What follows belongs to an exercise in optimizing a design on an open flow for small area and a short achievable clock period; a production flow would make more cautious choices.
At most, simulation tests tie the RTL to the original design; equivalence was not proved.
The RTL of runs 4 and 5 was laid out without a check of its function.
Power is estimated from default activity; no workload was simulated.

==> design.v <==
module hybrid_pwm_sd_2ndorder #(parameter signalwidth=16)
(
	input clk,
	input reset_n,
	input [signalwidth-1:0] d,
	output q
);
reg [4:0]  pc;        
reg        q_r;       
reg        q_o;       
reg [22:0] w;         
reg [17:0] p;
reg [17:0] r;
reg        m;         
reg        c16_r;     
reg [15:0] dreg;      
reg [6:0]  th;        
reg [10:0] ep;        
reg        f31, f0, f1, f2, f3, f5, f7, f8;    
wire c16;
carry16 u_c16 (.a(p[15:0]), .b(d), .c(c16));
wire [17:0] b_oth = ({18{f2}} & {2'b0, dreg})
                  | ({18{f3 | f5}} & ({7'b0, ep} ^ {18{f3}}))
                  | ({18{f7}} & {2'b0, r[17:2]})
                  | ({18{f8}} & ~{2'b0, p[17:2]});
wire [7:0] wu;
wire [17:0] b_op = f31 ? ~{1'b0, wu, w[15:7]} : b_oth;
wire cin = f3 | f7 | (f31 & (q_r | ~&w[6:0])) | (f8 & ~|p[1:0]);
wire [17:0] sum;
wire [17:0] sa_p = p ^ b_op;
wire [17:0] sa_g = p & b_op;
wire sa_g1 = sa_g[0] | (sa_p[0] & cin);
wire sa_p1 = sa_p[0] & 1'b0;
wire sa_g2 = sa_g[2] | (sa_p[2] & sa_g[1]);
wire sa_p2 = sa_p[2] & sa_p[1];
wire sa_g3 = sa_g[4] | (sa_p[4] & sa_g[3]);
wire sa_p3 = sa_p[4] & sa_p[3];
wire sa_g4 = sa_g[6] | (sa_p[6] & sa_g[5]);
wire sa_p4 = sa_p[6] & sa_p[5];
wire sa_g5 = sa_g[8] | (sa_p[8] & sa_g[7]);
wire sa_p5 = sa_p[8] & sa_p[7];
wire sa_g6 = sa_g[10] | (sa_p[10] & sa_g[9]);
wire sa_p6 = sa_p[10] & sa_p[9];
wire sa_g7 = sa_g[12] | (sa_p[12] & sa_g[11]);
wire sa_p7 = sa_p[12] & sa_p[11];
wire sa_g8 = sa_g[14] | (sa_p[14] & sa_g[13]);
wire sa_p8 = sa_p[14] & sa_p[13];
wire sa_g9 = sa_g[16] | (sa_p[16] & sa_g[15]);
wire sa_p9 = sa_p[16] & sa_p[15];
wire sa_g10 = sa_g2 | (sa_p2 & sa_g1);
wire sa_p10 = sa_p2 & sa_p1;
wire sa_g11 = sa_g4 | (sa_p4 & sa_g3);
wire sa_p11 = sa_p4 & sa_p3;
wire sa_g12 = sa_g6 | (sa_p6 & sa_g5);
wire sa_p12 = sa_p6 & sa_p5;
wire sa_g13 = sa_g8 | (sa_p8 & sa_g7);
wire sa_p13 = sa_p8 & sa_p7;
wire sa_g14 = sa_g11 | (sa_p11 & sa_g10);
wire sa_p14 = sa_p11 & sa_p10;
wire sa_g15 = sa_g13 | (sa_p13 & sa_g12);
wire sa_p15 = sa_p13 & sa_p12;
wire sa_g16 = sa_g15 | (sa_p15 & sa_g14);
wire sa_p16 = sa_p15 & sa_p14;
wire sa_g17 = sa_g12 | (sa_p12 & sa_g14);
wire sa_p17 = sa_p12 & sa_p14;
wire sa_g18 = sa_g3 | (sa_p3 & sa_g10);
wire sa_p18 = sa_p3 & sa_p10;
wire sa_g19 = sa_g5 | (sa_p5 & sa_g14);
wire sa_p19 = sa_p5 & sa_p14;
wire sa_g20 = sa_g7 | (sa_p7 & sa_g17);
wire sa_p20 = sa_p7 & sa_p17;
wire sa_g21 = sa_g9 | (sa_p9 & sa_g16);
wire sa_p21 = sa_p9 & sa_p16;
wire sa_g22 = sa_g[1] | (sa_p[1] & sa_g1);
wire sa_p22 = sa_p[1] & sa_p1;
wire sa_g23 = sa_g[3] | (sa_p[3] & sa_g10);
wire sa_p23 = sa_p[3] & sa_p10;
wire sa_g24 = sa_g[5] | (sa_p[5] & sa_g18);
wire sa_p24 = sa_p[5] & sa_p18;
wire sa_g25 = sa_g[7] | (sa_p[7] & sa_g14);
wire sa_p25 = sa_p[7] & sa_p14;
wire sa_g26 = sa_g[9] | (sa_p[9] & sa_g19);
wire sa_p26 = sa_p[9] & sa_p19;
wire sa_g27 = sa_g[11] | (sa_p[11] & sa_g17);
wire sa_p27 = sa_p[11] & sa_p17;
wire sa_g28 = sa_g[13] | (sa_p[13] & sa_g20);
wire sa_p28 = sa_p[13] & sa_p20;
wire sa_g29 = sa_g[15] | (sa_p[15] & sa_g16);
wire sa_p29 = sa_p[15] & sa_p16;
wire sa_g30 = sa_g[17] | (sa_p[17] & sa_g21);
wire sa_p30 = sa_p[17] & sa_p21;
assign sum = sa_p ^ {sa_g21, sa_g29, sa_g16, sa_g28, sa_g20, sa_g27, sa_g17, sa_g26, sa_g19, sa_g25, sa_g14, sa_g24, sa_g18, sa_g23, sa_g10, sa_g22, sa_g1, cin};
wire [4:0] pc_next = pc + 5'd1;
wire m_new   = r[17] ^ (r[16] & c16_r);
wire m_eff   = f1 ? m_new : m;
wire q_gen   = th[6] ? m_eff : ({1'b0, pc_next} < th[5:0]);
wire q_last  = sum[17] ? m : (sum[16:11] != 6'd0);
wire q_oth   = f31 ? q_last : f0 ? (th[5:1] != 5'd0) : q_gen;
wire sel_m   = f0 & th[6];
wire q_c1    = sel_m ? (p[17] ^ p[16]) : q_oth;
wire q_c0    = sel_m ? p[17] : q_oth;
wire q_next;
mux2x u_qsel (.s(c16), .a1(q_c1), .a0(q_c0), .y(q_next));
wire [22:0] w_next;
assign wu = {1'b0, w[22:16]} + {7'b0, q_r};
wire [22:0] wb = {{7{~q_r | wu[7]}}, ~wu[6:0], ~w[15:7]};
wire wci = q_r ? (w[6:0] == 7'd0) : 1'b1;
wire [22:0] wa_p = w ^ wb;
wire [22:0] wa_g = w & wb;
wire wa_g1 = wa_g[0] | (wa_p[0] & wci);
wire wa_p1 = wa_p[0] & 1'b0;
wire wa_g2 = wa_g[2] | (wa_p[2] & wa_g[1]);
wire wa_p2 = wa_p[2] & wa_p[1];
wire wa_g3 = wa_g[4] | (wa_p[4] & wa_g[3]);
wire wa_p3 = wa_p[4] & wa_p[3];
wire wa_g4 = wa_g[6] | (wa_p[6] & wa_g[5]);
wire wa_p4 = wa_p[6] & wa_p[5];
wire wa_g5 = wa_g[8] | (wa_p[8] & wa_g[7]);
wire wa_p5 = wa_p[8] & wa_p[7];
wire wa_g6 = wa_g[10] | (wa_p[10] & wa_g[9]);
wire wa_p6 = wa_p[10] & wa_p[9];
wire wa_g7 = wa_g[12] | (wa_p[12] & wa_g[11]);
wire wa_p7 = wa_p[12] & wa_p[11];
wire wa_g8 = wa_g[14] | (wa_p[14] & wa_g[13]);
wire wa_p8 = wa_p[14] & wa_p[13];
wire wa_g9 = wa_g[16] | (wa_p[16] & wa_g[15]);
wire wa_p9 = wa_p[16] & wa_p[15];
wire wa_g10 = wa_g[18] | (wa_p[18] & wa_g[17]);
wire wa_p10 = wa_p[18] & wa_p[17];
wire wa_g11 = wa_g[20] | (wa_p[20] & wa_g[19]);
wire wa_p11 = wa_p[20] & wa_p[19];
wire wa_g12 = wa_g[22] | (wa_p[22] & wa_g[21]);
wire wa_p12 = wa_p[22] & wa_p[21];
wire wa_g13 = wa_g2 | (wa_p2 & wa_g1);
wire wa_p13 = wa_p2 & wa_p1;
wire wa_g14 = wa_g4 | (wa_p4 & wa_g3);
wire wa_p14 = wa_p4 & wa_p3;
wire wa_g15 = wa_g6 | (wa_p6 & wa_g5);
wire wa_p15 = wa_p6 & wa_p5;
wire wa_g16 = wa_g8 | (wa_p8 & wa_g7);
wire wa_p16 = wa_p8 & wa_p7;
wire wa_g17 = wa_g10 | (wa_p10 & wa_g9);
wire wa_p17 = wa_p10 & wa_p9;
wire wa_g18 = wa_g12 | (wa_p12 & wa_g11);
wire wa_p18 = wa_p12 & wa_p11;
wire wa_g19 = wa_g14 | (wa_p14 & wa_g13);
wire wa_p19 = wa_p14 & wa_p13;
wire wa_g20 = wa_g16 | (wa_p16 & wa_g15);
wire wa_p20 = wa_p16 & wa_p15;
wire wa_g21 = wa_g18 | (wa_p18 & wa_g17);
wire wa_p21 = wa_p18 & wa_p17;
wire wa_g22 = wa_g20 | (wa_p20 & wa_g19);
wire wa_p22 = wa_p20 & wa_p19;
wire wa_g23 = wa_g21 | (wa_p21 & wa_g22);
wire wa_p23 = wa_p21 & wa_p22;
wire wa_g24 = wa_g15 | (wa_p15 & wa_g19);
wire wa_p24 = wa_p15 & wa_p19;
wire wa_g25 = wa_g17 | (wa_p17 & wa_g22);
wire wa_p25 = wa_p17 & wa_p22;
wire wa_g26 = wa_g3 | (wa_p3 & wa_g13);
wire wa_p26 = wa_p3 & wa_p13;
wire wa_g27 = wa_g5 | (wa_p5 & wa_g19);
wire wa_p27 = wa_p5 & wa_p19;
wire wa_g28 = wa_g7 | (wa_p7 & wa_g24);
wire wa_p28 = wa_p7 & wa_p24;
wire wa_g29 = wa_g9 | (wa_p9 & wa_g22);
wire wa_p29 = wa_p9 & wa_p22;
wire wa_g30 = wa_g11 | (wa_p11 & wa_g25);
wire wa_p30 = wa_p11 & wa_p25;
wire wa_g31 = wa_g[1] | (wa_p[1] & wa_g1);
wire wa_p31 = wa_p[1] & wa_p1;
wire wa_g32 = wa_g[3] | (wa_p[3] & wa_g13);
wire wa_p32 = wa_p[3] & wa_p13;
wire wa_g33 = wa_g[5] | (wa_p[5] & wa_g26);
wire wa_p33 = wa_p[5] & wa_p26;
wire wa_g34 = wa_g[7] | (wa_p[7] & wa_g19);
wire wa_p34 = wa_p[7] & wa_p19;
wire wa_g35 = wa_g[9] | (wa_p[9] & wa_g27);
wire wa_p35 = wa_p[9] & wa_p27;
wire wa_g36 = wa_g[11] | (wa_p[11] & wa_g24);
wire wa_p36 = wa_p[11] & wa_p24;
wire wa_g37 = wa_g[13] | (wa_p[13] & wa_g28);
wire wa_p37 = wa_p[13] & wa_p28;
wire wa_g38 = wa_g[15] | (wa_p[15] & wa_g22);
wire wa_p38 = wa_p[15] & wa_p22;
wire wa_g39 = wa_g[17] | (wa_p[17] & wa_g29);
wire wa_p39 = wa_p[17] & wa_p29;
wire wa_g40 = wa_g[19] | (wa_p[19] & wa_g25);
wire wa_p40 = wa_p[19] & wa_p25;
wire wa_g41 = wa_g[21] | (wa_p[21] & wa_g30);
wire wa_p41 = wa_p[21] & wa_p30;
assign w_next = wa_p ^ {wa_g41, wa_g30, wa_g40, wa_g25, wa_g39, wa_g29, wa_g38, wa_g22, wa_g37, wa_g28, wa_g36, wa_g24, wa_g35, wa_g27, wa_g34, wa_g19, wa_g33, wa_g26, wa_g32, wa_g13, wa_g31, wa_g1, wci};
always @(posedge clk)
begin
	c16_r <= c16;
	if (f0)
		dreg <= d;
end
always @(posedge clk)
begin
	if (!reset_n) begin
		pc   <= 5'd30;
		q_r  <= 1'b0;
		q_o  <= 1'b1;
		w    <= 23'h7f0000;
		p    <= 18'h2fffd;
		r    <= 18'h18000;
		m    <= 1'b1;
		th   <= 7'd0;
		ep   <= 11'd0;
		{f31, f0, f1, f2, f3, f5, f7, f8} <= 8'b00000000;
	end else begin
		pc  <= pc_next;
		q_r <= q_next;
		q_o <= q_next;
		w   <= w_next;
		p   <= r;
		r   <= sum;
		{f31, f0, f1, f2, f3, f5, f7, f8} <= {pc == 5'd30, f31, f0, f1, f2, pc == 5'd4, pc == 5'd6, f7};
		if (f1)
			m <= m_new;
		if (f31)
			th <= sum[17:11];
		if (f3)
			ep <= p[10:0];
	end
end
assign q = q_o;
endmodule
module carry16 (input [15:0] a, input [15:0] b, output c);
wire [15:0] g0 = a & b;
wire [15:0] p0 = a | b;
wire [7:0] g1, p1;
wire [3:0] g2, p2;
wire [1:0] g3, p3;
genvar i;
generate
	for (i = 0; i < 8; i = i + 1) begin : l1
		assign g1[i] = g0[2*i+1] | (p0[2*i+1] & g0[2*i]);
		assign p1[i] = p0[2*i+1] & p0[2*i];
	end
	for (i = 0; i < 4; i = i + 1) begin : l2
		assign g2[i] = g1[2*i+1] | (p1[2*i+1] & g1[2*i]);
		assign p2[i] = p1[2*i+1] & p1[2*i];
	end
	for (i = 0; i < 2; i = i + 1) begin : l3
		assign g3[i] = g2[2*i+1] | (p2[2*i+1] & g2[2*i]);
		assign p3[i] = p2[2*i+1] & p2[2*i];
	end
endgenerate
assign c = g3[1] | (p3[1] & g3[0]);
endmodule
module mux2x (input s, input a1, input a0, output y);
assign y = s ? a1 : a0;
endmodule
==> standard.sh <==
#!/bin/bash
# synth_recipe.tcl (not shown) runs the flow's synth.tcl, then flattens the netlist and writes it again
# the make line also repeats each setting of config.mk as NAME=value (left out here)
make -C /OpenROAD-flow-scripts/flow DESIGN_CONFIG=/design/flow/config.mk WORK_HOME=/design/flow/orfs CLKGATE_MAP_FILE= SYNTH_SCRIPT=/design/flow/synth_recipe.tcl "${@:-finish}"
==> constraint.sdc <==
create_clock -name core_clock -period 11.0 [get_ports {clk}]
set_input_delay 2.2000 -clock core_clock [delete_from_list [all_inputs] [get_ports {clk}]]
set_output_delay 2.2000 -clock core_clock [all_outputs]
set_load 0.01 [all_outputs]
==> flow/run.sh <==
#!/bin/bash
# Layout: the standard ORFS flow (standard.sh) with these changes:
#  - adders are left to ABC instead of being mapped to full/half-adder cells
#    (ADDER_MAP_FILE empty); registers are those of the standard synthesis;
#  - timing repair is asked to leave 8.2 ns of setup margin, so that the
#    layout runs well faster than the 11 ns clock (the SDC is unchanged);
set -euo pipefail
bash standard.sh SETUP_SLACK_MARGIN=8.2 "BUFFER_PORTS_ARGS=-buffer_cell sky130_fd_sc_hd__buf_2" ADDER_MAP_FILE= finish > flow_make.log 2>&1
==> config.mk <==
export PLATFORM = sky130hd
export DESIGN_NAME = hybrid_pwm_sd_2ndorder
export DESIGN_NICKNAME = hybrid_pwm_sd_2ndorder
export VERILOG_FILES = /design/flow/design.v
export SDC_FILE = /design/flow/constraint.sdc
export NUM_CORES = 4
export LEC_CHECK = 0
export ABC_AREA = 1
export CAP_MARGIN = 20
export CORE_MARGIN = 2
export CORE_UTILIZATION = 40
export CTS_BUF_LIST = sky130_fd_sc_hd__clkbuf_8
export SLEW_MARGIN = 20
export SYNTH_HIERARCHICAL = 1
export TNS_END_PERCENT = 0
==> impl_metrics.yaml, run 1 <==
yosys:
  synth_top_area_share_pct: 29.91
  yosys.cell_types.count: 49
  synth_edf_count: 16
  syn_nets: 990
  synth_warnings: 7
  seq_area_frac_synth_pct: 37.54
  synth.largest_area_cell: "dfxtp_1"
  synth_area_leaders: "dfxtp_1 30%, nand2_1 19%, edfxtp_1 7.6%, inv_1 7.3%, nor2_1 6.4%"
  async_flop_share_pct: 0
  avgSynthCellArea_sq_um: 6.474
  ys_ff_latch: 110
  synth_ff_type: "dfxtp_1"
  synth_area_sq_um: 6292
  syn_inst: 972
timing:
  fin_setup_tns_ps: 0
  setup_viol: 0
  rsz0062_at_grt: "true"
  period_needed_ps: 3034
  period_share_pct: 27.58
  max_slew_margin_pct: 74.62
  max_freq_mhz: 329.6
  worst_pin_slew_ps: 380.2
  slew_viol_final: 0
  skew_ps: 19.73
  hold_violations: 0
critical_path:
  worstPathRequired_ps: 8800
  critPathMaxFanout: 1
  path_buf_inv: 1
  reg2reg_setup_slack_ps: 8130
  startpoint_type: "flop"
  worstPathCellList: "buf_2"
  path_delay_family: "flip-flops"
  reg2reg_to: "q_o$_SDFF_PN1_"
  reg2reg_from: "q_r$_SDFF_PN0_"
  cp_slowest_stage_delay_ps: 320
  worstPathArrival_ps: 830
  worstRegToRegCells: 22
  end_kind: "primary output"
  crit_type: "flop to primary output"
  crit_slowest_cell: "dfxtp_1"
grt:
  grt_overflow: 0
  grt_max_degree: 54
  grt_pass1_vias: 5152
  grt_pass1_wl_um: 24760
  track_usage_pct: 18.80
  antenna_found_initial: 0
floorplanning:
  die_h_um: 129.4
  die_w_um: 129.4
  pin_count: 19
  core_area_sq_um: 15310
  die_area_sq_um: 16750
  std_cell_rows: 45
  initial_core_util_pct: 41.09
pwr:
  pwr-share-clk_pct: 15.1
  seq_power_share_pct: 38.6
  power_per_cell_area_nw_per_um2: 207.2
  ir_drop_uv: 76.97
  switching_share_pct: 44.87
  internal_power_uw: 823.5
  combPwrFrac_pct: 46.3
  p_sw_uw: 670.1
  p_leak_uw: 0.003610
clock_tree:
  numCtsBuffers: 9
  h-tree-depth: 3
  clkTransAtPathRegs_ps: 100
  cts_root_buffer: "clkbuf_8"
  cts_buffer_depth: 2
  clk-insertion-delay-late_ps: 400
  cts-hold-fix-buffers: 0
  tritoncts: "built"
  cts.sink_count: 110
final_layout:
  final_area_sq_um: 7207
  n_antenna_cell: 0
  nets: 1024
  final_layout_size_suffix_gt1_share_pct: 18.50
  areaGrowthSynthToFinish_pct: 14.54
drt:
  routed_wirelength_um: 16110
  dr.pass1.iters: 5
  wl_per_cell_um: 13.19
  drt_iter0_markers: 340
  routed_via_density: 4.804
  vias: 5870
  drc: 0
  ant_nets: 0
run:
  drv_cap: 0
min_path:
  hold_end: "p[0]$_SDFF_PN1_"
  worstHoldPathCells: 1
  min_from: "r[0]$_SDFF_PN0_"
  hp-class: "flop to flop"
outcome:
  status: "timing/DRC/antenna clean"
placed_design:
  postPlaceCellArea_sq_um: 6540
  hpwlAfterDp_um: 11020
  globalplace.congestion: 0.8193
  io_buffers: 18
[per-module statistics from Yosys (local to each module, per instance)]
module	copies in the design	cells inside	flip-flops and latches
hybrid_pwm_sd_2ndorder	1	907	110
carry16	1	61	0
mux2x	1	4	0
[worst max-delay path by stage]
stage,start,to,depth (start not counted),slack [ps]
after floorplan,d[5],q_o$_SDFF_PN1_,11,7950
after global placement,reset_n,m$_SDFF_PN1_,5,7050
after detailed placement,reset_n,m$_SDFF_PN1_,5,7030
after CTS,q_o$_SDFF_PN1_,q,1,7950
after global routing,q_r$_SDFF_PN0_,q_o$_SDFF_PN1_,27,7900
final,q_o$_SDFF_PN1_,q,1,7970
[cell usage after synthesis, types with 2 or more instances]
master       n
nand4_1     13
dfxtp_1     94
nor2_1     108
o21ai_1      6
a21oi_1     47
o21ai_2      4
or2_1        3
nor2_4       2
o211ai_1    10
o2111ai_1    5
a31oi_1      5
nor3_1      11
and3_1       3
nor3_2       2
a21oi_2      2
nand2_1    312
buf_6        5
edfxtp_1    16
xor2_1       4
buf_2        7
a21boi_1     3
nand2_2     15
inv_2       15
xnor2_1      3
or2_2       16
nor4_1       2
inv_1      122
clkbuf_1    11
nand3_1     61
o22ai_1      2
nor2_2       3
nand3_2      9
o21ai_0     35
[cells by family (layout without fill, tap and decap cells)]
group / Yosys count / after routing / synth area share (%)
and+or+nand+nor: 565 / 565 / 39.07
buffers and inverters: 163 / 202 / 10.50
AOI/OAI and AO/OA: 126 / 126 / 11.65
DFF: 110 / 110 / 37.54
xor gates and xnor gates: 8 / 8 / 1.233
[cell type report]
cell class,count,area (sq um)
clock inverters,6,25.02
clock buffers,10,137.6
multi-input cells,699,3466
well taps,211,264.0
repair inverters,1,8.758
repair buffers,46,362.8
flip-flops and latches,110,2392
fillers,1617,8108
inverters,139,550.5
[repair_timing]
item	4_1_cts	5_1_grt
setup buffers	3	20
hold endpoints to repair	0	0
setup endpoints to repair	55	49
gates resized for setup	19	73
gates cloned	0	2
pin swaps	0	31
[flip-flops by register name (all words and copies together), names as in the netlist, 5 cells and up]
register  count
dreg         16
ep           11
p            18
pc            5
r            18
th            7
w            23
[metrics by stage]
stage               total power [uW]  worst slack [ps]  utilization (%)  hold WS (ps)  instances
floorplan                       1057              7955                -         390.5        972
global placement                1191              7045            42.70         393.6       1181
detailed placement              1197              7029            42.70         399.5       1181
CTS                             1424              7947            44.22         422.1       1200
global route                    1627              7904            47.06         449.4       1222
finish                          1494              7966            47.06         419.2       1222
[metal layers]
| layer | vias to the layer above | global-route usage [%] | share of wire [%] |
|---|---|---|---|
| met5 | - | 0 | 0 |
| met4 | 0 | 6.641 | 0.96 |
| met3 | 13 | 2.601 | 3.2 |
| met2 | 76 | 30.80 | 46 |
| met1 | 2634 | 25.47 | 50 |
| li1 | 3147 | - | - |
[power by group through the flow]
stage	combinational, uW	sequential [uW]	clock, uW
final	692	576	226
after floorplan	506	551	0
after global routing	797	588	243
after detailed placement	617	580	0
after global placement	612	579	0
after CTS	624	571	229
[cells in the final DEF (no fill, tap or decap), drive strengths merged, types with 2 or more instances in the layout]
master     n
nand4     14
nor3      13
o2111ai    5
o211ai    10
clkbuf    11
or2       20
clkinv     3
a21boi     4
xnor2      3
nor4       2
o22ai      2
inv      142
buf       45
nand2    328
and3       3
edfxtp    16
xor2       5
nand3     70
a21oi     49
o21ai     45
nor2     113
a31oi      5
dfxtp     94
==> run 2: changes to the inputs <==
--- a/config.mk
+++ b/config.mk
@@ -10,3 +10,3 @@
 export CORE_MARGIN = 2
-export CORE_UTILIZATION = 40
+export CORE_UTILIZATION = 50
 export CTS_BUF_LIST = sky130_fd_sc_hd__clkbuf_8
@@ -14,2 +14 @@
 export SYNTH_HIERARCHICAL = 1
-export TNS_END_PERCENT = 0
==> impl_metrics.yaml, run 2 <==
yosys:
  synth_ff_type: "dfxtp_1"
  syn_nets: 990
  synth_area_leaders: "dfxtp_1 30%, nand2_1 19%, edfxtp_1 7.6%, inv_1 7.3%, nor2_1 6.4%"
  seq_area_frac_synth_pct: 37.54
  yosys.cell_types.count: 49
  async_flop_share_pct: 0
  synth.largest_area_cell: "dfxtp_1"
  yosysMostFrequentCell: "nand2_1"
  synth_commonest_cells: "312 x nand2_1, 122 x inv_1, 108 x nor2_1, 94 x dfxtp_1, 61 x nand3_1"
  synth_area_sq_um: 6292
  ys_ff_latch: 110
  syn_inst: 972
  synth_edf_count: 16
  synth_top_area_share_pct: 29.91
  avgSynthCellArea_sq_um: 6.474
  synth_warnings: 7
final_layout:
  final_cell_count_no_fill: 1187
  top_regs: "w x23, p x18, r x18"
  final_common_cell: "nand2_1"
  final_cell_mix: "259 x nand2_1, 117 x inv_1, 94 x nor2_1"
  areaGrowthSynthToFinish_pct: 20.22
  final_layout_size_suffix_gt1_share_pct: 24.53
  fill_cells: 1118
  nets: 1032
  largest_reg_flops: 23
  regMostFlops: "w"
  n_antenna_cell: 0
timing:
  slew_viol_final: 0
  setup_viol: 0
  fin_setup_tns_ps: 0
  max_slew_margin_pct: 27.20
  worst_pin_slew_ps: 1091
  max_freq_mhz: 330.6
  period_share_pct: 27.50
  period_needed_ps: 3025
  hold_violations: 0
  rsz0062_at_grt: "true"
  setup_ws_ps: 7975
  skew_ps: 17.16
pwr:
  switching_share_pct: 45.39
  pwr-share-clk_pct: 15.6
  power_per_cell_area_nw_per_um2: 206.7
  ir_drop_uv: 147.2
  internal_power_uw: 853.9
  seq_power_share_pct: 37.3
  combPwrFrac_pct: 47.1
  p_sw_uw: 709.7
  p_leak_uw: 0.003746
critical_path:
  cp_slowest_stage_delay_ps: 310
  crit_slowest_cell: "dfxtp_1"
  path_buf_inv: 1
  end_kind: "primary output"
  worstPathArrival_ps: 830
  worstPathCellList: "buf_2"
  path_delay_family: "flip-flops"
  critPathMaxFanout: 1
  worst-path-stages: 1
  worstPathRequired_ps: 8800
  startpoint_type: "flop"
  worstRegToRegCells: 29
  crit_type: "flop to primary output"
drt:
  dr.pass1.iters: 5
  drt_iter0_markers: 442
  routed_wirelength_um: 17140
  ant_nets: 0
  routed_via_density: 5.170
  drc: 0
  vias: 6137
  wl_per_cell_um: 14.44
clock_tree:
  clkTransAtPathRegs_ps: 110
  clk-insertion-delay-late_ps: 390
  cts.sink_count: 110
  cts_root_buffer: "clkbuf_8"
  tritoncts: "built"
  cts_buffer_depth: 2
  h-tree-depth: 3
  numCtsBuffers: 9
floorplanning:
  die_area_sq_um: 13500
  initial_core_util_pct: 51.74
  core_area_sq_um: 12160
  std_cell_rows: 40
  die_w_um: 116.2
  pin_count: 19
  die_h_um: 116.2
run:
  drv_cap: 0
grt:
  antenna_found_initial: 0
  grt_max_degree: 54
  grt_overflow: 0
  grt_pass1_wl_um: 25500
  grt_pass1_vias: 5485
  track_usage_pct: 24.24
placed_design:
  globalplace.congestion: 0.8420
  dp_cells: 1135
  dpl_worst_slack_ps: 7224
  io_buffers: 18
  hpwlAfterDp_um: 11250
outcome:
  status: "timing/DRC/antenna clean"
min_path:
  hp-class: "flop to flop"
  worstHoldPathCells: 1
## run 2: cell count changes in the layout (fill, tap and decap cells not counted), moves of 8 or more
cell | before | now
nand2_4 | 6 | 16
nand2_2 | 41 | 53
nand2_1 | 281 | 259
or2_4 | 0 | 17
or2_2 | 16 | 0
nor2_1 | 103 | 94
inv_1 | 125 | 117
## run 2: worst paths after layout
kind	startpoint	end	slack [ps]
min	r[0]$_SDFF_PN0_	p[0]$_SDFF_PN1_	440
max reg2reg	f3$_SDFF_PN0_	q_o$_SDFF_PN1_	8150
max	q_o$_SDFF_PN1_	q	7970
min reg2reg	r[0]$_SDFF_PN0_	p[0]$_SDFF_PN1_	440
## run 2: layer usage
metal | track usage, % | part of all wire, %
met5 | 0 | 0
met4 | 7.857 | 2.1
met3 | 4.255 | 3.6
met2 | 42.57 | 49
met1 | 30.28 | 46
## run 2: area by class of cell
type                       count  area (sq um)  area share, %
clock buffer                  11         151.4          2.001
clock inverter                 5         41.29         0.5458
inverter                     139         549.3          7.261
multi-input combinational    699          3747          49.54
sequential                   110          2399          31.71
tap                          168         210.2          2.779
timing repair buffer          53         439.2          5.805
timing repair inverter         2         27.53         0.3639
## run 2: metrics by stage
step                area [sq um]  hold slack (ps)  util, %  power, uW
detailed placement          6509            421.8    53.52       1210
floorplan                   6385            390.5        -       1066
CTS                         6814            444.5    56.03       1464
finish                      7565            435.7    62.20       1564
global route                7565            453.1    62.20       1689
global placement            6509            415.8    53.52       1189
## run 2: kinds of logic after synthesis
| logic type | after synthesis | share of synthesized area [%] |
|---|---|---|
| AND/OR/NAND/NOR | 565 | 39.07 |
| AO/OA/AOI/OAI | 126 | 11.65 |
| flip-flops | 110 | 37.54 |
| buffers and inverters | 163 | 10.50 |
| XOR/XNOR | 8 | 1.233 |
## run 2: power by group through the flow
stage | clock [uW] | combinational [uW] | sequential [uW]
3_3_place_gp | 0 | 604 | 585
4_1_cts | 252 | 635 | 576
3_5_place_dp | 0 | 623 | 587
6_report | 243 | 737 | 584
5_1_grt | 260 | 835 | 594
2_1_floorplan | 0 | 514 | 552
## run 2: Yosys stat by module (local to each module, per instance)
module,flip-flops and latches,cell area (sq um),cells inside
hybrid_pwm_sd_2ndorder,110,6007,907
mux2x,0,15.01,4
carry16,0,270.3,61
## run 2: what timing repair did
item | 4_1_cts | 5_1_grt
setup buffers | 4 | 29
cloned | 0 | 3
resized for setup | 34 | 138
hold buffers | 0 | 0
endpoints found under the setup margin | 95 | 26
pin swaps | 11 | 66
endpoints found under the hold margin | 0 | 0
==> run 3: changes to the inputs <==
--- a/config.mk
+++ b/config.mk
@@ -10,3 +10,3 @@
 export CORE_MARGIN = 2
-export CORE_UTILIZATION = 50
+export CORE_UTILIZATION = 40
 export CTS_BUF_LIST = sky130_fd_sc_hd__clkbuf_8
==> impl_metrics.yaml, run 3 <==
clock_tree:
  cts.sink_count: 110
  h-tree-depth: 3
  cts_buffer_depth: 2
  cts-hold-fix-buffers: 0
  cts_root_buffer: "clkbuf_8"
  tritoncts: "built"
  numCtsBuffers: 9
  clk-insertion-delay-late_ps: 390
  clkTransAtPathRegs_ps: 90
critical_path:
  cp_slowest_stage_delay_ps: 330
  worstPathArrival_ps: 830
  path_buf_inv: 1
  critPathLaunch: "q_o$_SDFF_PN1_"
  critPathMaxFanout: 1
  worstPathRequired_ps: 8800
  worstRegToRegCells: 27
  worst-path-stages: 1
  worstPathCellList: "buf_6"
  reg2reg_to: "q_o$_SDFF_PN1_"
  startpoint_type: "flop"
  crit_type: "flop to primary output"
  path_delay_family: "flip-flops"
  reg2reg_from: "f3$_SDFF_PN0_"
  critPathCapture: "q"
  crit_slowest_cell: "dfxtp_2"
  end_kind: "primary output"
  reg2reg_setup_slack_ps: 8240
yosys:
  synth_adder_area_share_pct: 0
  synth_warnings: 7
  syn_nets: 990
  synth_top_family_by_area: "simple AND/OR/NAND/NOR gates"
  synth_top_area_share_pct: 29.91
  avgSynthCellArea_sq_um: 6.474
  synth_compound_area_share_pct: 11.65
  synth_edf_count: 16
  synthMuxAreaShare_pct: 0
  async_flop_share_pct: 0
  ys_ff_latch: 110
  synth_commonest_cells: "312 x nand2_1, 122 x inv_1, 108 x nor2_1, 94 x dfxtp_1, 61 x nand3_1"
  synth_xor_area_share_pct: 1.233
  yosys.area_share.simple_pct: 39.07
  yosys.cell_types.count: 49
  synth.largest_area_cell: "dfxtp_1"
  yosysMostFrequentCell: "nand2_1"
  synth_area_sq_um: 6292
  synth_area_leaders: "dfxtp_1 30%, nand2_1 19%, edfxtp_1 7.6%, inv_1 7.3%, nor2_1 6.4%"
  syn_inst: 972
  synth_ff_type: "dfxtp_1"
  seq_area_frac_synth_pct: 37.54
timing:
  fin_hold_ws_ps: 425.4
  setup_ws_ps: 7970
  period_share_pct: 27.55
  hold_violations: 0
  rsz0062_at_grt: "true"
  setup_viol: 0
  max_freq_mhz: 330.0
  worst_pin_slew_ps: 407.6
  skew_ps: 10.91
  fin_setup_tns_ps: 0
  slew_viol_final: 0
  max_slew_margin_pct: 72.79
  period_needed_ps: 3030
pwr:
  power.total_uw: 1467
  p_leak_uw: 0.003518
  ir_drop_uv: 77.73
  power_per_cell_area_nw_per_um2: 208.0
final_layout:
  final_cell_mix: "296 x nand2_1, 124 x inv_1, 103 x nor2_1"
  n_antenna_cell: 0
  nets: 1007
  regArea_sq_um: 2392
  final_layout_size_suffix_gt1_share_pct: 15.49
  regMostFlops: "w"
  final_common_cell: "nand2_1"
  multiInputGateArea_sq_um: 3432
  final_area_sq_um: 7054
  largest_reg_flops: 23
  top_regs: "w x23, p x18, r x18"
  areaGrowthSynthToFinish_pct: 12.11
  fill_cells: 1605
min_path:
  hp-class: "flop to flop"
grt:
  antenna_found_initial: 0
  track_usage_pct: 18.91
  grt_pass1_vias: 5082
  grt_overflow: 0
  grt_pass1_wl_um: 24910
  grt_max_degree: 54
drt:
  routed_via_density: 4.792
  routed.top_layer: "met4"
  routed_wirelength_um: 15770
  wl_met1_um: 8206
  met2WireLength_um: 6888
  met3_length_um: 454
  ant_nets: 0
  drc: 0
  vias: 5774
  wl_per_cell_um: 13.09
  dr.pass1.iters: 5
  drt_iter0_markers: 484
run:
  drv_cap: 0
floorplanning:
  die_area_sq_um: 16750
  core_area_sq_um: 15310
  initial_core_util_pct: 41.09
  pin_count: 19
  die_w_um: 129.4
  die_h_um: 129.4
  std_cell_rows: 45
outcome:
  status: "timing/DRC/antenna clean"
placed_design:
  globalplace.congestion: 0.8459
  io_buffers: 18
  dpl_worst_slack_ps: 7460
  postPlaceCellArea_sq_um: 6578
  hpwlAfterDp_um: 11210
[run 3: cell counts after synthesis]
Identical to the previous run, type by type.
[run 3: how the worst min path moves through the flow]
stage / start / to / slack, ps / depth (start not counted)
global route: r[1]$_SDFF_PN0_ / p[1]$_SDFF_PN0_ / 460 / 2
CTS: r[1]$_SDFF_PN0_ / p[1]$_SDFF_PN0_ / 430 / 2
floorplan: r[1]$_SDFF_PN0_ / p[1]$_SDFF_PN0_ / 390 / 2
finish: r[1]$_SDFF_PN0_ / p[1]$_SDFF_PN0_ / 430 / 2
global placement: r[1]$_SDFF_PN0_ / p[1]$_SDFF_PN0_ / 410 / 2
detailed placement: r[1]$_SDFF_PN0_ / p[1]$_SDFF_PN0_ / 410 / 2
[run 3: cells by family (layout without fill, tap and decap cells)]
group / after synthesis / in the layout
AOI/OAI and AO/OA: 126 / 126
xor gates and xnor gates: 8 / 8
and+or+nand+nor: 565 / 565
buffers and inverters: 163 / 185
DFF: 110 / 110
[run 3: report_power, final]
part / switching (uW) / internal (uW) / total [uW]
registers: 85.5 / 490 / 575
clock network: 133 / 91.5 / 224
logic: 429 / 239 / 668
[run 3: layout make-up]
class                   count  share of cell area, %
clock inverters             5                 0.2838
multi-input cells         699                  48.65
flip-flops and latches    110                  33.91
repair buffers             30                  3.583
clock buffers              11                  2.146
well taps                 211                  3.742
inverters                 139                  7.680
[run 3: routing by layer]
| metal | up-vias | global-route usage, % |
|---|---|---|
| met5 | - | 0 |
| met4 | 0 | 5.756 |
| met3 | 14 | 3.179 |
| met2 | 82 | 30.19 |
| met1 | 2560 | 26.30 |
| li1 | 3118 | - |
[run 3: repair_timing]
| item | in CTS | in global routing |
|---|---|---|
| buffers inserted | 0 | 7 |
| pin swaps | 2 | 12 |
| gates resized for setup | 18 | 50 |
| cloned | 0 | 2 |
| setup endpoints to repair | 54 | 11 |
[run 3: stage by stage]
step,util [%],instances
after floorplan,-,972
after global placement,42.95,1180
after detailed placement,42.95,1180
after CTS,44.40,1196
after global routing,46.06,1205
final,46.06,1205
[run 3: Yosys stat by module, one instance, submodules excluded]
module | area [sq um] | copies in the design
carry16 | 270.3 | 1
mux2x | 15.01 | 1
hybrid_pwm_sd_2ndorder | 6007 | 1
==> run 4: changes to the inputs <==
--- a/design.v
+++ b/design.v
@@ -14,3 +14,2 @@
 reg        m;         
-reg        c16_r;     
 reg [15:0] dreg;      
@@ -93,7 +92,6 @@
 wire [4:0] pc_next = pc + 5'd1;
-wire m_new   = r[17] ^ (r[16] & c16_r);
-wire m_eff   = f1 ? m_new : m;
+wire m_eff   = (f1 | f2) ? q_r : m;
 wire q_gen   = th[6] ? m_eff : ({1'b0, pc_next} < th[5:0]);
 wire q_last  = sum[17] ? m : (sum[16:11] != 6'd0);
-wire q_oth   = f31 ? q_last : f0 ? (th[5:1] != 5'd0) : q_gen;
+wire q_oth   = f31 ? q_last : q_gen;
 wire sel_m   = f0 & th[6];
@@ -194,3 +192,2 @@
 begin
-	c16_r <= c16;
 	if (f0)
@@ -219,4 +216,4 @@
 		{f31, f0, f1, f2, f3, f5, f7, f8} <= {pc == 5'd30, f31, f0, f1, f2, pc == 5'd4, pc == 5'd6, f7};
-		if (f1)
-			m <= m_new;
+		if (f2)
+			m <= sum[17];
 		if (f31)
==> impl_metrics.yaml, run 4 <==
grt:
  grt_pass1_vias: 5258
  grt_pass1_wl_um: 25450
  track_usage_pct: 19.48
  antenna_found_initial: 0
  grt_max_degree: 38
  grt_overflow: 0
drt:
  drt_iter0_markers: 284
  vias: 5899
  routed_via_density: 4.847
  routed_wirelength_um: 16360
  wl_per_cell_um: 13.44
  ant_nets: 0
  drc: 0
  dr.pass1.iters: 5
yosys:
  synth.largest_area_cell: "dfxtp_1"
  yosys.cell_types.count: 52
  async_flop_share_pct: 0
  synth_ff_type: "dfxtp_1"
  synth_commonest_cells: "293 x nand2_1, 127 x inv_1, 121 x nor2_1, 93 x dfxtp_1, 58 x nand3_1"
  synth_warnings: 7
  ys_ff_latch: 109
  syn_inst: 965
  synth_area_sq_um: 6260
  avgSynthCellArea_sq_um: 6.487
  synth_top_area_share_pct: 29.74
  syn_nets: 983
  seq_area_frac_synth_pct: 37.42
  yosysMostFrequentCell: "nand2_1"
  synth_edf_count: 16
  synth_area_leaders: "dfxtp_1 30%, nand2_1 18%, edfxtp_1 7.7%, inv_1 7.6%, nor2_1 7.3%"
clock_tree:
  clkTransAtPathRegs_ps: 100
  clk-insertion-delay-late_ps: 390
  cts_buffer_depth: 2
  cts_root_buffer: "clkbuf_8"
  h-tree-depth: 3
  tritoncts: "built"
  cts.sink_count: 109
  numCtsBuffers: 9
timing:
  skew_ps: 12.55
  max_freq_mhz: 331.5
  slew_viol_final: 0
  setup_viol: 0
  fin_setup_tns_ps: 0
  rsz0062_at_grt: "true"
  period_needed_ps: 3017
  fin_hold_ws_ps: 423.1
  worst_pin_slew_ps: 623.8
  period_share_pct: 27.43
  setup_ws_ps: 7983
  hold_violations: 0
  max_slew_margin_pct: 58.41
critical_path:
  end_kind: "primary output"
  reg2reg_from: "q_r$_SDFF_PN0_"
  reg2reg_to: "q_o$_SDFF_PN1_"
  path_delay_family: "flip-flops"
  critPathMaxFanout: 1
  crit_slowest_cell: "dfxtp_1"
  worstPathCellList: "buf_2"
  path_buf_inv: 1
  critPathCapture: "q"
  critPathLaunch: "q_o$_SDFF_PN1_"
  cp_slowest_stage_delay_ps: 310
  reg2reg_setup_slack_ps: 8130
  worstRegToRegCells: 27
  worstPathRequired_ps: 8800
  startpoint_type: "flop"
  worstPathArrival_ps: 820
  crit_type: "flop to primary output"
  worst-path-stages: 1
placed_design:
  hpwlAfterDp_um: 10730
  globalplace.congestion: 0.8497
  dpl_worst_slack_ps: 6983
  io_buffers: 18
floorplanning:
  die_area_sq_um: 16670
  std_cell_rows: 45
  pin_count: 19
  die_w_um: 129.1
  initial_core_util_pct: 41.03
  core_area_sq_um: 15260
  die_h_um: 129.1
final_layout:
  regMostFlops: "w"
  regArea_sq_um: 2375
  fill_cells: 1547
  utilization_pct: 47.66
  final_layout_size_suffix_gt1_share_pct: 19.48
  largest_reg_flops: 23
  multiInputGateArea_sq_um: 3485
  top_regs: "w x23, p x18, r x18"
  n_antenna_cell: 0
  areaGrowthSynthToFinish_pct: 16.17
  nets: 1019
  final_cell_mix: "263 x nand2_1, 127 x inv_1, 118 x nor2_1"
  final_common_cell: "nand2_1"
min_path:
  hp-class: "flop to flop"
  min_from: "r[0]$_SDFF_PN0_"
run:
  drv_cap: 0
pwr:
  p_leak_uw: 0.003588
  ir_drop_uv: 95.96
  power_per_cell_area_nw_per_um2: 205.3
outcome:
  status: "timing/DRC/antenna clean"
-- run 4: cell count changes in the layout (fill, tap and decap cells not counted), moves of 10 or more --
cell	before	now
nand2_1	296	263
or2_2	0	18
or2_4	16	0
nor2_1	103	118
buf_4	8	22
o21ai_0	33	47
nand2_2	29	39
-- run 4: through the flow --
stage | instance area (sq um) | total power (uW) | cells
after CTS | 6863 | 1422 | 1195
after global placement | 6497 | 1169 | 1172
after global routing | 7272 | 1623 | 1217
final | 7272 | 1493 | 1217
after detailed placement | 6497 | 1176 | 1172
after floorplan | 6277 | 1041 | 965
-- run 4: cells by family (layout without fill, tap and decap cells) --
group	Yosys count	after routing	synth area share, %
simple gates	553	553	38.84
fa+ha+maj	1	1	0.1799
compound gates	132	132	12.01
xor+xnor	8	8	1.119
buf+inv	162	203	10.43
flops	109	109	37.42
-- run 4: worst register-to-register path, cell delays in order (launching register included) --
cell and delay (ps):
dfxtp_4 400, nand2_4 60, nor2_4 160, buf_6 130, nand4_4 100, nand2_2 120, nand3_2 140, nand2_2 110
nand2_2 70, nand2_4 80, inv_2 40, nand3b_2 60, nand2_2 60, a21oi_2 150, nand2_2 100, nand3_2 90
nand2_2 60, nand2_2 80, nand2_4 70, or2_1 210, nand3_1 70, nand2_1 60, nand2_2 80, nand2_1 50
nand2_1 60, nand2_1 60, nand2_1 80, nand2_1 50
-- run 4: where the power goes --
part	leakage, uW	total, uW	switching, uW	internal, uW
Sequential	0.000922	569	82.8	486
Combinational	0.00258	698	443	256
Clock	0.0000882	226	144	81.7
-- run 4: routing by layer --
layer / GRT usage (%) / part of all wire (%)
met5: 0 / 0
met4: 3.964 / 0.61
met3: 3.881 / 4.3
met2: 32.71 / 47
met1: 26.20 / 48
-- run 4: how the worst min path moves through the flow --
stage | end | cells after the start
after global placement | p[0]$_SDFF_PN1_ | 1
after CTS | p[0]$_SDFF_PN1_ | 1
final | p[0]$_SDFF_PN1_ | 1
after floorplan | p[1]$_SDFF_PN0_ | 2
after detailed placement | p[0]$_SDFF_PN1_ | 1
after global routing | p[16]$_SDFF_PN0_ | 2
-- run 4: Yosys stat by module, one instance, submodules excluded --
module	flip-flops and latches	area, sq um
carry16	0	270.3
hybrid_pwm_sd_2ndorder	109	5974
mux2x	0	15.01
-- run 4: cell type report --
cell class	count	share of cell area (%)
Multi-Input combinational cell	694	47.92
Sequential cell	109	32.66
Tap cell	211	3.630
Clock inverter	7	0.6194
Timing Repair Buffer	48	5.798
Inverter	138	7.553
Clock buffer	9	1.703
Timing Repair inverter	1	0.1204
-- run 4: what timing repair did --
item,4_1_cts,5_1_grt
hold buffers,0,0
cloned,2,2
setup endpoints to repair,53,19
pin swaps,8,22
gates resized for setup,32,71
setup buffers,5,20
==> run 5: changes to the inputs <==
==> flow/run.sh (replaced) <==
#!/bin/bash
# Layout: the standard ORFS flow (standard.sh) with these changes:
#  - adders are left to ABC instead of being mapped to full/half-adder cells
#    (ADDER_MAP_FILE empty); registers are those of the standard synthesis;
#  - timing repair is asked to leave 8.1 ns of setup margin, so that the
#    layout runs well faster than the 11 ns clock (the SDC is unchanged);
set -euo pipefail
bash standard.sh SETUP_SLACK_MARGIN=8.1 "BUFFER_PORTS_ARGS=-buffer_cell sky130_fd_sc_hd__buf_2" ADDER_MAP_FILE= finish > flow_make.log 2>&1
==> impl_metrics.yaml, run 5 <==
grt:
  grt_pass1_wl_um: 25250
  track_usage_pct: 19.34
  grt_overflow: 0
  antenna_found_initial: 0
  grt_pass1_vias: 5189
  grt_max_degree: 30
pwr:
  power_per_cell_area_nw_per_um2: 201.9
  internal_power_uw: 824.6
  combPwrFrac_pct: 47.6
  switching_share_pct: 44.78
  power.total_uw: 1493
  p_sw_uw: 668.6
  pwr-share-clk_pct: 14.2
  ir_drop_uv: 108.4
  seq_power_share_pct: 38.2
  p_leak_uw: 0.003645
clock_tree:
  cts.sink_count: 109
  cts_root_buffer: "clkbuf_8"
  cts_buffer_depth: 2
  cts-hold-fix-buffers: 0
  clk-insertion-delay-late_ps: 380
  numCtsBuffers: 9
  h-tree-depth: 3
  clkTransAtPathRegs_ps: 100
  tritoncts: "built"
yosys:
  ys_ff_latch: 109
  synth_warnings: 7
  yosys.cell_types.count: 52
  synth_top_area_share_pct: 29.74
  seq_area_frac_synth_pct: 37.42
  synth_ff_type: "dfxtp_1"
  synth.largest_area_cell: "dfxtp_1"
  synth_commonest_cells: "293 x nand2_1, 127 x inv_1, 121 x nor2_1, 93 x dfxtp_1, 58 x nand3_1"
  synth_area_leaders: "dfxtp_1 30%, nand2_1 18%, edfxtp_1 7.7%, inv_1 7.6%, nor2_1 7.3%"
  syn_nets: 983
  synth_area_sq_um: 6260
  avgSynthCellArea_sq_um: 6.487
  yosysMostFrequentCell: "nand2_1"
  async_flop_share_pct: 0
  synth_edf_count: 16
  syn_inst: 965
timing:
  period_needed_ps: 3023
  rsz0062_at_grt: "true"
  period_share_pct: 27.48
  setup_viol: 0
  skew_ps: 14.49
  fin_setup_tns_ps: 0
  worst_pin_slew_ps: 1084
  max_slew_margin_pct: 27.62
  hold_violations: 0
  slew_viol_final: 0
  max_freq_mhz: 330.8
outcome:
  status: "timing/DRC/antenna clean"
final_layout:
  final_layout_size_suffix_gt1_share_pct: 21.07
  regMostFlops: "w"
  areaGrowthSynthToFinish_pct: 18.17
  largest_reg_flops: 23
  n_antenna_cell: 0
  top_regs: "w x23, p x18, r x18"
  final_common_cell: "nand2_1"
  nets: 1024
  final_cell_mix: "263 x nand2_1, 124 x inv_1, 116 x nor2_1"
  fill_cells: 1533
  utilization_pct: 48.48
min_path:
  min_from: "f1$_SDFF_PN0_"
  hold_end: "f2$_SDFF_PN0_"
  worstHoldPathCells: 2
  hp-class: "flop to flop"
floorplanning:
  std_cell_rows: 45
  core_area_sq_um: 15260
  die_w_um: 129.1
  die_area_sq_um: 16670
  pin_count: 19
  die_h_um: 129.1
  initial_core_util_pct: 41.03
placed_design:
  hpwlAfterDp_um: 10950
  globalplace.congestion: 0.8421
  io_buffers: 18
drt:
  vias: 5896
  routed_via_density: 4.825
  ant_nets: 0
  wl_per_cell_um: 13.41
  drt_iter0_markers: 325
  routed_wirelength_um: 16390
  dr.pass1.iters: 4
  drc: 0
critical_path:
  reg2reg_to: "q_o$_SDFF_PN1_"
  crit_slowest_cell: "dfxtp_2"
  end_kind: "primary output"
  reg2reg_from: "q_r$_SDFF_PN0_"
  reg2reg_setup_slack_ps: 8130
  worstPathRequired_ps: 8800
  cp_slowest_stage_delay_ps: 330
  worstPathCellList: "buf_6"
  worstRegToRegCells: 26
  path_delay_family: "flip-flops"
  crit_type: "flop to primary output"
  path_buf_inv: 1
  startpoint_type: "flop"
  critPathMaxFanout: 1
  worstPathArrival_ps: 820
run:
  drv_cap: 0
## run 5: power groups by stage
stage | logic, uW | clock network (uW) | registers, uW
final | 710 | 212 | 571
after global routing | 813 | 233 | 582
after CTS | 616 | 222 | 564
after detailed placement | 600 | 0 | 575
after global placement | 597 | 0 | 574
after floorplan | 495 | 0 | 546
## run 5: through the flow
| stage | hold slack, ps | std cells | instance area [sq um] | setup slack, ps |
|---|---|---|---|---|
| 6_report | 416.5 | 1222 | 7397 | 7977 |
| 5_1_grt | 433.2 | 1222 | 7397 | 7898 |
| 4_1_cts | 420.5 | 1196 | 6819 | 7955 |
| 3_5_place_dp | 403.9 | 1173 | 6504 | 7048 |
| 3_3_place_gp | 394.1 | 1173 | 6504 | 7078 |
| 2_1_floorplan | 390.5 | 965 | 6266 | 7971 |
## run 5: worst max-delay path by stage
stage	start	to	slack, ps	depth (start not counted)
after global placement	reset_n	p[6]$_SDFF_PN1_	7080	5
final	q_o$_SDFF_PN1_	q	7980	1
after detailed placement	reset_n	p[8]$_SDFF_PN1_	7050	5
after global routing	q_r$_SDFF_PN0_	q_o$_SDFF_PN1_	7900	27
after floorplan	d[5]	q_o$_SDFF_PN1_	7970	11
after CTS	q_o$_SDFF_PN1_	q	7960	1
## run 5: cells by family after synthesis
family	Yosys count	share of synthesized area, %
flops	109	37.42
buf+inv	162	10.43
fa+ha+maj	1	0.1799
simple gates	553	38.84
compound gates	132	12.01
xor+xnor	8	1.119
## run 5: final cells by class
class	count	area (sq um)	share of cell area (%)
tap	211	264.0	3.569
multi-input combinational	694	3582	48.43
sequential	109	2376	32.12
clock buffer	9	123.9	1.675
clock inverter	7	35.03	0.4736
inverter	138	551.8	7.459
timing repair buffer	53	455.4	6.157
timing repair inverter	1	8.758	0.1184
## run 5: modules after synthesis, one instance, submodules excluded
| module | cell area, sq um | copies in the design |
|---|---|---|
| mux2x | 15.01 | 1 |
| carry16 | 270.3 | 1 |
| hybrid_pwm_sd_2ndorder | 5974 | 1 |
## run 5: worst register-to-register path, stage by stage, from the launching register on
cell and delay (ps):
dfxtp_4 420, nand2_4 70, nor2_4 170, inv_1 80, nand2_1 60, nand2_1 60
inv_2 90, nand2_4 70, nand3_4 90, nand2_2 90, inv_2 90, nand2_4 60
nor3_4 250, nand3_2 150, nand2_2 110, nand3_2 80, nand3_2 80, nand2_4 60
or2_1 210, nand3_1 60, nand2_1 50, nand2_1 70, nand2_1 50, nand2_1 60
nand2_1 50, nand2_2 80, nand2_1 40
## run 5: routing by layer
metal  vias up  wire (um)  global-route usage, %  share of wire [%]
met2        84       7658                  32.34                 47
met5         -          0                      0                  0
met4         0        259                  4.092                1.6
met3        17        555                  3.964                3.4
met1      2660       7917                  26.02                 48
li1       3135          -                      -                  -
## run 5: what timing repair did
| action | CTS | global route |
|---|---|---|
| cloned | 1 | 2 |
| pin swaps | 4 | 43 |
| endpoints found under the hold margin | 0 | 0 |
| resized for setup | 29 | 104 |
| setup buffers | 6 | 24 |
| endpoints found under the setup margin | 49 | 26 |
==> run 6: changes to the inputs <==
--- a/design.v
+++ b/design.v
@@ -9,3 +9,2 @@
 reg        q_r;       
-reg        q_o;       
 reg [22:0] w;         
@@ -14,2 +13,3 @@
 reg        m;         
+reg        c16_r;     
 reg [15:0] dreg;      
@@ -92,6 +92,7 @@
 wire [4:0] pc_next = pc + 5'd1;
-wire m_eff   = (f1 | f2) ? q_r : m;
+wire m_new   = r[17] ^ (r[16] & c16_r);
+wire m_eff   = f1 ? m_new : m;
 wire q_gen   = th[6] ? m_eff : ({1'b0, pc_next} < th[5:0]);
 wire q_last  = sum[17] ? m : (sum[16:11] != 6'd0);
-wire q_oth   = f31 ? q_last : q_gen;
+wire q_oth   = f31 ? q_last : f0 ? (th[5:1] != 5'd0) : q_gen;
 wire sel_m   = f0 & th[6];
@@ -192,2 +193,3 @@
 begin
+	c16_r <= c16;
 	if (f0)
@@ -200,3 +202,2 @@
 		q_r  <= 1'b0;
-		q_o  <= 1'b1;
 		w    <= 23'h7f0000;
@@ -211,3 +212,2 @@
 		q_r <= q_next;
-		q_o <= q_next;
 		w   <= w_next;
@@ -216,4 +216,4 @@
 		{f31, f0, f1, f2, f3, f5, f7, f8} <= {pc == 5'd30, f31, f0, f1, f2, pc == 5'd4, pc == 5'd6, f7};
-		if (f2)
-			m <= sum[17];
+		if (f1)
+			m <= m_new;
 		if (f31)
@@ -224,3 +224,3 @@
 end
-assign q = q_o;
+assign q = q_r;
 endmodule
==> flow/run.sh (replaced) <==
#!/bin/bash
# Standard ORFS layout (standard.sh) with these changes:
#  - synthesis is standard.sh's, except that ABC maps the top module with a
#    delay target (flow/synth.tcl, flow/abc_top.script); registers unchanged;
#  - adders are left to ABC instead of full/half-adder cells;
#  - timing repair is asked to leave extra setup margin, so that the layout
#    runs well faster than the clock;
#  - the ports get small buffers.
# make's output goes to flow_make.log; each step's log is under orfs/logs.
set -euo pipefail
export FLOW_FLOW_DIR="$(pwd)/flow"
bash standard.sh "SYNTH_SCRIPT=$FLOW_FLOW_DIR/synth.tcl" ADDER_MAP_FILE= \
  SETUP_SLACK_MARGIN=7.5 "BUFFER_PORTS_ARGS=-buffer_cell sky130_fd_sc_hd__buf_2" \
  finish > flow_make.log 2>&1
==> flow/abc_top.script (new file) <==
strash
dch
map -D 2500
topo
stime -c
buffer -c
upsize -c
dnsize -c
==> flow/synth.tcl (new file) <==
# synth_recipe.tcl (standard.sh's synthesis script) with one change: ABC maps
# the top module with abc_top.script (the flow's area script, given a delay
# target) and the input-side carry tree (carry16, mux2x) with the flow's own
# script. Registers and names are those of the standard synthesis.
proc synth {args} { yosys synth -nofsm -noshare {*}$args }
proc abc {args} {
  set i [lsearch -exact $args -script]
  set rest $args
  lset rest [expr {$i + 1}] $::env(FLOW_FLOW_DIR)/abc_top.script
  yosys abc {*}$args carry16 mux2x
  yosys abc {*}$rest hybrid_pwm_sd_2ndorder
}
source $::env(SCRIPTS_DIR)/synth.tcl
# left out here: clear keep_hierarchy, flatten, clean up, hide names made inside functions, write 1_2_yosys.v
==> impl_metrics.yaml, run 6 <==
clock_tree:
  cts_buffer_depth: 2
  h-tree-depth: 3
  cts_root_buffer: "clkbuf_8"
  clkTransAtPathRegs_ps: 100
  numCtsBuffers: 9
  tritoncts: "built"
  cts.sink_count: 109
  clk-insertion-delay-late_ps: 390
grt:
  busiest_layer: "met2"
  track_usage_pct: 18.82
  grt_pass1_vias: 4714
  grt_pass1_wl_um: 23600
  use_met1_pct: 26.53
  antenna_found_initial: 0
  grt_max_degree: 44
  met3_usage_pct: 4.167
  grt_overflow: 0
  use_met2_pct: 29.41
drt:
  routed_wirelength_um: 14800
  ant_nets: 0
  drt_iter0_markers: 351
  routed_via_density: 4.976
  wl_per_cell_um: 14.20
  vias: 5185
  drc: 0
  dr.pass1.iters: 4
final_layout:
  largest_reg_flops: 23
  top_regs: "w x23, p x18, r x18"
  final_layout_size_suffix_gt1_share_pct: 17.02
  fill_cells: 1434
  final_cell_mix: "143 x nor2_1, 135 x nand2_1, 106 x inv_1"
  areaGrowthSynthToFinish_pct: 13.07
  nets: 871
  final_common_cell: "nor2_1"
  regMostFlops: "w"
  n_antenna_cell: 0
  final_area_sq_um: 6601
yosys:
  synth_ff_type: "dfxtp_1"
  syn_nets: 843
  avgSynthCellArea_sq_um: 7.076
  seq_area_frac_synth_pct: 40.12
  syn_inst: 825
  synth_commonest_cells: "148 x nor2_1, 136 x nand2_1, 107 x inv_1, 93 x dfxtp_1, 62 x a21oi_1"
  async_flop_share_pct: 0
  yosys.cell_types.count: 52
  ys_ff_latch: 109
  yosysMostFrequentCell: "nor2_1"
  synth_warnings: 7
  synth_edf_count: 16
  synth_top_area_share_pct: 31.89
  synth_area_leaders: "dfxtp_1 32%, nor2_1 9.5%, nand2_1 8.7%, edfxtp_1 8.2%, inv_1 6.9%"
  synth.largest_area_cell: "dfxtp_1"
  synth_area_sq_um: 5838
pwr:
  p_leak_uw: 0.002960
  power_per_cell_area_nw_per_um2: 221.0
  ir_drop_uv: 107.9
floorplanning:
  die_h_um: 124.8
  std_cell_rows: 44
  initial_core_util_pct: 40.63
  pin_count: 19
  die_w_um: 124.8
  die_area_sq_um: 15580
  core_area_sq_um: 14370
timing:
  rsz0062_at_grt: "true"
  max_slew_margin_pct: 31.62
  period_needed_ps: 3420
  slew_viol_final: 0
  period_share_pct: 31.09
  worst_pin_slew_ps: 1024
  skew_ps: 8.069
  max_freq_mhz: 292.4
  setup_viol: 0
  hold_violations: 0
  fin_setup_tns_ps: 0
placed_design:
  hpwlAfterDp_um: 10330
  io_buffers: 18
  globalplace.congestion: 0.8101
  postPlaceCellArea_sq_um: 6068
min_path:
  hp-class: "flop to flop"
  hold_end: "p[1]$_SDFF_PN0_"
  min_from: "r[1]$_SDFF_PN0_"
  worstHoldPathCells: 2
critical_path:
  critPathLaunch: "f3$_SDFF_PN0_"
  crit_type: "flop to flop"
  reg2reg_to: "q_r$_SDFF_PN0_"
  end_kind: "flop"
  startpoint_type: "flop"
  reg2reg_from: "f3$_SDFF_PN0_"
  worstRegToRegCells: 24
  critPathMaxFanout: 13
  worstPathArrival_ps: 3690
  worstPathRequired_ps: 11270
  reg2reg_setup_slack_ps: 7580
run:
  drv_cap: 0
outcome:
  status: "timing/DRC/antenna clean"
## run 6: cell count changes after synthesis, moves of 16 or more
cell	change
a21oi_1	+17
a22oi_1	+16
nand2_1	-157
nand3_1	-35
nor2_1	+27
inv_1	-20
## run 6: area by class of cell
cell class                      instances  area (sq um)  share of cell area, %
Clock buffer                           11         151.4                  2.293
Clock inverter                          5         57.56                 0.8719
Inverter                              117         455.4                  6.899
Multi-Input combinational cell        575          3045                  46.13
Sequential cell                       109          2367                  35.86
Tap cell                              184         230.2                  3.487
Timing Repair Buffer                   39         277.8                  4.208
Timing Repair inverter                  2         16.27                 0.2464
## run 6: cell families after synthesis
logic type	Yosys count	synth area share, %
xor gates and xnor gates	21	3.279
AOI/OAI and AO/OA	194	21.02
and+or+nand+nor	360	26.25
buffers and inverters	141	9.323
DFF	109	40.12
## run 6: repair_timing
action	4_1_cts	5_1_grt
setup buffers	1	17
resized for setup	8	36
endpoints found under the setup margin	15	3
hold buffers	0	0
gates cloned	1	2
pin swaps	0	12
## run 6: critical path, cell delays in order, from the launching register on
cell and delay, ps:
dfxtp_4 440, clkinv_8 100, o2111ai_4 230, o21ai_4 110, xor2_2 190, nand2_1 90, o21ai_2 60, nand2_1 80
o21ai_2 70, a21oi_2 180, nor4_2 50, or2_4 260, nand2_2 80, nand2_4 60, nand2_2 70, a31oi_4 100
a21oi_2 140, xor2_1 260, nand4_1 150, a32oi_2 230, o21ai_1 80, nand2_1 80, nand2_1 60, inv_1 60
nor2_1 40
## run 6: per-module statistics from Yosys, one instance, submodules excluded
module | flops+latches | copies in the design | cell area [sq um]
mux2x | 0 | 1 | 15.01
hybrid_pwm_sd_2ndorder | 109 | 1 | 5553
carry16 | 0 | 1 | 270.3
## run 6: layer usage
layer  vias to the layer above  routed length [um]
li1                       2743                   -
met1                      2363                7534
met2                        73                6688
met3                         6                 449
met4                         0                 125
met5                         -                   0
## run 6: worst max-delay path by stage
stage	end	slack, ps	cells past startpoint
3_3_place_gp	p[2]$_SDFF_PN1_	7040	4
2_1_floorplan	q_r$_SDFF_PN0_	7950	11
4_1_cts	q_r$_SDFF_PN0_	7450	24
5_1_grt	q_r$_SDFF_PN0_	7370	25
6_report	q_r$_SDFF_PN0_	7580	24
3_5_place_dp	q_r$_SDFF_PN0_	7000	24
## run 6: through the flow
step | total power (uW) | utilization (%) | hold slack, ps | worst slack (ps) | std cells
2_1_floorplan | 1033 | - | 388.3 | 7951 | 825
3_3_place_gp | 1167 | 42.23 | 395.2 | 7037 | 1005
3_5_place_dp | 1169 | 42.23 | 394.1 | 7005 | 1005
4_1_cts | 1435 | 43.90 | 409.2 | 7454 | 1023
5_1_grt | 1584 | 45.94 | 416.1 | 7367 | 1042
6_report | 1459 | 45.94 | 406.6 | 7580 | 1042
## run 6: report_power, final
| part | total, uW | internal (uW) | switching, uW |
|---|---|---|---|
| sequential | 565 | 487 | 77.9 |
| combinational | 636 | 233 | 403 |
| clock | 258 | 118 | 140 |
| total | 1460 | 838 | 620 |
==> run 7: changes to the inputs <==
--- a/flow/run.sh
+++ b/flow/run.sh
@@ -12,3 +12,3 @@
 bash standard.sh "SYNTH_SCRIPT=$FLOW_FLOW_DIR/synth.tcl" ADDER_MAP_FILE= \
-  SETUP_SLACK_MARGIN=7.5 "BUFFER_PORTS_ARGS=-buffer_cell sky130_fd_sc_hd__buf_2" \
+  SETUP_SLACK_MARGIN=7.9 "BUFFER_PORTS_ARGS=-buffer_cell sky130_fd_sc_hd__buf_2" \
   finish > flow_make.log 2>&1
==> impl_metrics.yaml, run 7 <==
outcome:
  status: "timing/DRC/antenna clean"
critical_path:
  worstPathRequired_ps: 11280
  reg2reg_from: "f31$_SDFF_PN0_"
  reg2reg_setup_slack_ps: 7720
  end_kind: "flop"
  critPathLaunch: "f31$_SDFF_PN0_"
  critPathMaxFanout: 13
  worstPathArrival_ps: 3560
  crit_type: "flop to flop"
  startpoint_type: "flop"
floorplanning:
  die_w_um: 124.8
  pin_count: 19
  die_area_sq_um: 15580
  die_h_um: 124.8
  core_area_sq_um: 14370
  initial_core_util_pct: 40.63
  std_cell_rows: 44
clock_tree:
  tritoncts: "built"
  numCtsBuffers: 9
  clk-insertion-delay-late_ps: 400
  h-tree-depth: 3
  cts.sink_count: 109
  cts_buffer_depth: 2
  cts_root_buffer: "clkbuf_8"
  clkTransAtPathRegs_ps: 100
yosys:
  synth.largest_area_cell: "dfxtp_1"
  synth_top_area_share_pct: 31.89
  synth_commonest_cells: "148 x nor2_1, 136 x nand2_1, 107 x inv_1, 93 x dfxtp_1, 62 x a21oi_1"
  synth_area_sq_um: 5838
  yosys.cell_types.count: 52
  yosysMostFrequentCell: "nor2_1"
  syn_inst: 825
  synth_warnings: 7
  syn_nets: 843
  async_flop_share_pct: 0
  ys_ff_latch: 109
  seq_area_frac_synth_pct: 40.12
  synth_edf_count: 16
  synth_area_leaders: "dfxtp_1 32%, nor2_1 9.5%, nand2_1 8.7%, edfxtp_1 8.2%, inv_1 6.9%"
  avgSynthCellArea_sq_um: 7.076
  synth_ff_type: "dfxtp_1"
final_layout:
  largest_reg_flops: 23
  top_regs: "w x23, p x18, r x18"
  final_cell_count_no_fill: 1061
  regMostFlops: "w"
  nets: 890
  final_layout_size_suffix_gt1_share_pct: 20.18
  final_cell_mix: "141 x nor2_1, 134 x nand2_1, 106 x inv_1"
  areaGrowthSynthToFinish_pct: 17.53
  n_antenna_cell: 0
  final_common_cell: "nor2_1"
  final_area_sq_um: 6862
grt:
  track_usage_pct: 19.76
  antenna_found_initial: 0
  grt_overflow: 0
  grt_pass1_wl_um: 24670
  grt_max_degree: 44
  grt_pass1_vias: 4910
drt:
  routed_wirelength_um: 15180
  ant_nets: 0
  vias: 5270
  drc: 0
  dr.pass1.iters: 5
  routed_via_density: 4.967
  wl_per_cell_um: 14.31
  drt_iter0_markers: 412
placed_design:
  globalplace.congestion: 0.8101
  dp_cells: 1005
  hpwlAfterDp_um: 10330
  io_buffers: 18
  postPlaceCellArea_sq_um: 6068
  dpl_worst_slack_ps: 7005
timing:
  skew_ps: 12.73
  max_freq_mhz: 304.8
  max_slew_margin_pct: 30.28
  rsz0062_at_grt: "true"
  worst_pin_slew_ps: 1044
  setup_ws_ps: 7719
  period_needed_ps: 3281
  hold_violations: 0
  fin_setup_tns_ps: 0
  setup_viol: 0
  period_share_pct: 29.83
  slew_viol_final: 0
min_path:
  min_from: "r[1]$_SDFF_PN0_"
  hp-class: "flop to flop"
pwr:
  p_sw_uw: 647.0
  ir_drop_uv: 110.3
  internal_power_uw: 881.2
  seq_power_share_pct: 36.9
  power_per_cell_area_nw_per_um2: 222.7
  switching_share_pct: 42.34
  p_leak_uw: 0.003104
  power.total_uw: 1528
  combPwrFrac_pct: 46.0
  pwr-share-clk_pct: 17.0
run:
  drv_cap: 0
-- run 7: cell counts after synthesis --
No cell type changed its count.
-- run 7: area by class of cell --
type	instances	area (sq um)
clock buffers	11	151.4
clock inverters	5	57.56
fillers	1414	7507
inverters	117	455.4
multi-input cells	575	3118
flip-flops and latches	109	2372
well taps	184	230.2
repair buffers	58	460.4
repair inverters	2	16.27
-- run 7: repair_timing --
item	4_1_cts	5_1_grt
pin swaps	10	11
hold buffers	0	0
hold endpoints to repair	0	0
gates resized for setup	42	26
buffers inserted	20	17
gates cloned	3	0
setup endpoints to repair	57	21
-- run 7: layer usage --
metal | track usage [%] | wire length [um] | up-vias
li1 | - | - | 2776
met1 | 27.04 | 7518 | 2383
met2 | 31.40 | 6847 | 92
met3 | 4.682 | 545 | 19
met4 | 5.294 | 267 | 0
met5 | 0 | 0 | -
-- run 7: final timing paths --
path                      to  cells past startpoint
max reg2reg   q_r$_SDFF_PN0_                     26
max           q_r$_SDFF_PN0_                     26
min          p[1]$_SDFF_PN0_                      2
min reg2reg  p[1]$_SDFF_PN0_                      2
-- run 7: cell families (layout without fill, tap and decap cells) --
group / Yosys count / count (layout) / share of synthesized area [%]
compound gates: 194 / 194 / 21.02
xor+xnor: 21 / 21 / 3.279
buf+inv: 141 / 193 / 9.323
flops: 109 / 109 / 40.12
simple gates: 360 / 360 / 26.25
-- run 7: power by group through the flow --
stage	clock, uW	combinational (uW)	sequential, uW
final	260	704	565
after global routing	282	797	575
after CTS	269	642	561
after detailed placement	0	600	569
after global placement	0	596	571
after floorplan	0	489	544
-- run 7: critical path, cell delays in order (launching register included) --
cell and delay, ps:
dfxtp_2 350, buf_12 150, a21oi_4 130, o2111ai_4 150, o21ai_4 110, xor2_2 160
nand2_1 80, o21ai_2 70, nand2_1 80, o21ai_2 80, a21oi_2 90, nor4_2 140
or2_4 180, nand2_4 50, nand2_4 90, nand2_4 50, a31oi_4 180, and3_4 220
o21ai_2 60, nand2_2 100, nand4_1 100, a32oi_2 210, o21ai_1 80, nand2_1 80
nand2_1 60, inv_1 60, nor2_1 40
-- run 7: through the flow --
step	hold slack (ps)	utilization (%)
after CTS	409.2	46.20
after floorplan	388.3	-
after global routing	416.2	47.75
after global placement	395.2	42.23
after detailed placement	394.1	42.23
final	406.8	47.75
-- run 7: Yosys stat by module (local to each module, per instance) --
| module | cells inside | area [sq um] | flops+latches |
|---|---|---|---|
| mux2x | 4 | 15.01 | 0 |
| carry16 | 61 | 270.3 | 0 |
| hybrid_pwm_sd_2ndorder | 760 | 5553 | 109 |

Setup slack of run 7, layout unchanged: 7.719 ns with ideal ports, 7.719 ns with driving cells assumed (clock clkbuf_16, inputs buf_2), 7.526 ns with port delays also shifted by the 0.428 ns mid clock arrival.
